This is an optimization exercise on Yosys and OpenROAD, whose aim is small area, not a production implementation. Function was checked by simulation only, so behaviour that the tests miss may differ from the original.

==> exp/zinc <==
## FIFO
module FIFO
#(parameter data_width =32,parameter addr_width=4)
(input clk,
input rd_en,
input wr_en,
input [data_width-1:0] data_in,
input reset,
output reg [data_width-1:0] data_out,
output reg empty,
output reg full,
output reg [addr_width-1:0] data_counter
);
==> flow/config.mk <==
export PLATFORM = sky130hd
export DESIGN_NAME = FIFO
export DESIGN_NICKNAME = FIFO
export VERILOG_FILES = /design/flow/design.v
export SDC_FILE = /design/flow/constraint.sdc
export NUM_CORES = 4
export LEC_CHECK = 0
export CAP_MARGIN = 20
export CORE_MARGIN = 2
export CORE_UTILIZATION = 75
export SETUP_SLACK_MARGIN = 0.05
export SLEW_MARGIN = 20
==> flow/constraint.sdc <==
create_clock -name core_clock -period 2.2 [get_ports {clk}]
set_input_delay 0.4400 -clock core_clock [delete_from_list [all_inputs] [get_ports {clk}]]
set_output_delay 0.4400 -clock core_clock [all_outputs]
set_load 0.01 [all_outputs]
standard.sh (not shown) runs the stock make flow with config.mk's settings and CLKGATE_MAP_FILE= SYNTH_SCRIPT=/design/flow/synth_recipe.tcl, a recipe that flattens the netlist after the stock synthesis.
==> flow/flow/run.sh <==
#!/bin/bash
# Own layout flow: the standard ORFS flow, with two changes.
#  1. Synthesis is the standard one (synth_recipe.tcl via standard.sh), but ABC
#     maps the combinational logic with an area-oriented script
#     (flow/abc_area.script) instead of ORFS's delay-oriented abc_speed.script.
#     Flip-flops are mapped by dfflibmap before ABC runs, so the registers,
#     their names and cell types are exactly the standard synthesis's.
#  2. Ports are buffered with buf_1 instead of ORFS's default pick, clock tree
#     without dummy loads, and non-critical gates are downsized after global
#     routing (RECOVER_POWER).
# Each step's full output goes to a log file of its own in the work folder.
set -euo pipefail
cd "$(dirname "$0")/.."
W=$PWD

rm -rf "$W/scripts_abc"
cp -r "$FLOW_HOME/scripts" "$W/scripts_abc"
cp "$W/flow/abc_area.script" "$W/scripts_abc/abc_speed.script"

bash standard.sh synth SCRIPTS_DIR="$W/scripts_abc" > "$W/synth.log" 2>&1

bash standard.sh finish \
  BUFFER_PORTS_ARGS="-buffer_cell sky130_fd_sc_hd__buf_1" \
  CTS_ARGS="-sink_clustering_enable -repair_clock_nets -buf_list {sky130_fd_sc_hd__clkbuf_8} -sink_clustering_size 22 -sink_clustering_max_diameter 50 -dont_use_dummy_load" \
  RECOVER_POWER=100 \
  > "$W/layout.log" 2>&1
==> flow/flow/abc_area.script <==
&get -n
&st
&dch
&nf -R 1000
&put
==> exp/violet: changes against exp/zinc <==
--- a/flow/flow/run.sh
+++ b/flow/flow/run.sh
@@ -23,3 +23,3 @@
   BUFFER_PORTS_ARGS="-buffer_cell sky130_fd_sc_hd__buf_1" \
-  CTS_ARGS="-sink_clustering_enable -repair_clock_nets -buf_list {sky130_fd_sc_hd__clkbuf_8} -sink_clustering_size 22 -sink_clustering_max_diameter 50 -dont_use_dummy_load" \
+  CTS_ARGS="-sink_clustering_enable -repair_clock_nets -buf_list {sky130_fd_sc_hd__clkbuf_8 sky130_fd_sc_hd__clkbuf_16} -sink_clustering_size 30 -sink_clustering_max_diameter 60 -dont_use_dummy_load" \
   RECOVER_POWER=100 \
--- a/flow/config.mk
+++ b/flow/config.mk
@@ -9,3 +9,3 @@
 export CORE_MARGIN = 2
-export CORE_UTILIZATION = 75
+export CORE_UTILIZATION = 80
 export SETUP_SLACK_MARGIN = 0.05
==> impl_metrics.py <==
metrics = {
    "grt": {
        "grt_pass1_vias": 11400,
    },
    "power_and_ir_drop": {
        "p_comb_uw": 1370,
        "p_seq_uw": 13000,
    },
    "critical_path": {
        "slowest_stage": "a221oi_1",
    },
    "run_status": {
        "status": "no timing/DRC/antenna violations",
    },
    "finish": {
        "final_util_pct": 90.6,
    },
}
[end of results for exp/violet]
==> impl_metrics.py <==
metrics = {
    "finish": {
        "final_util_pct": 83.8,
    },
    "timing": {
        "timing.hold.ws_ps": 21.2,
    },
    "drt": {
        "totalWireLength_mm": 40.6,
    },
    "power_and_ir_drop": {
        "p_seq_uw": 12900,
    },
    "critical_path": {
        "slowest_stage": "buf_2",
    },
    "run_status": {
        "status": "no timing/DRC/antenna violations",
    },
    "grt": {
        "grt_pass1_vias": 10700,
    },
}
[end of results for exp/zinc]

[separate check: timing with driven ports]
The results above use ideal ports. As a check the final layouts listed here were re-extracted and re-timed, cells and wires unchanged.
Step 1, drivers: a clkbuf_16 drives clk and a buf_2 each remaining input, both assumed.
Step 2 also shifts input and output timing later by t, the mid clock arrival at the registers, as if the neighbouring blocks saw the same clock.
a / b / c = no drivers / after step 1 / after step 2; a / b = the first two.
run	t (ns)	setup WS [ns]	hold slack, ns	worst setup path at the end	worst register clock-pin slew, ns	worst data-port slew with drivers (ns)
exp/zinc	0.597	0.090 / 0.090 / -0.069	0.021 / 0.003 / 0.423	input to register	0.12 / 0.12	0.04
exp/violet	0.623	0.052 / 0.052 / -0.069	0.005 / -0.014 / 0.436	input to register	0.12 / 0.12	0.05
With both steps, setup timing fails in exp/zinc and exp/violet, where it was met with ideal ports. The setup slack of exp/zinc, which loses most, moves by 0.000 ns with the drivers and by -0.159 ns with both steps.
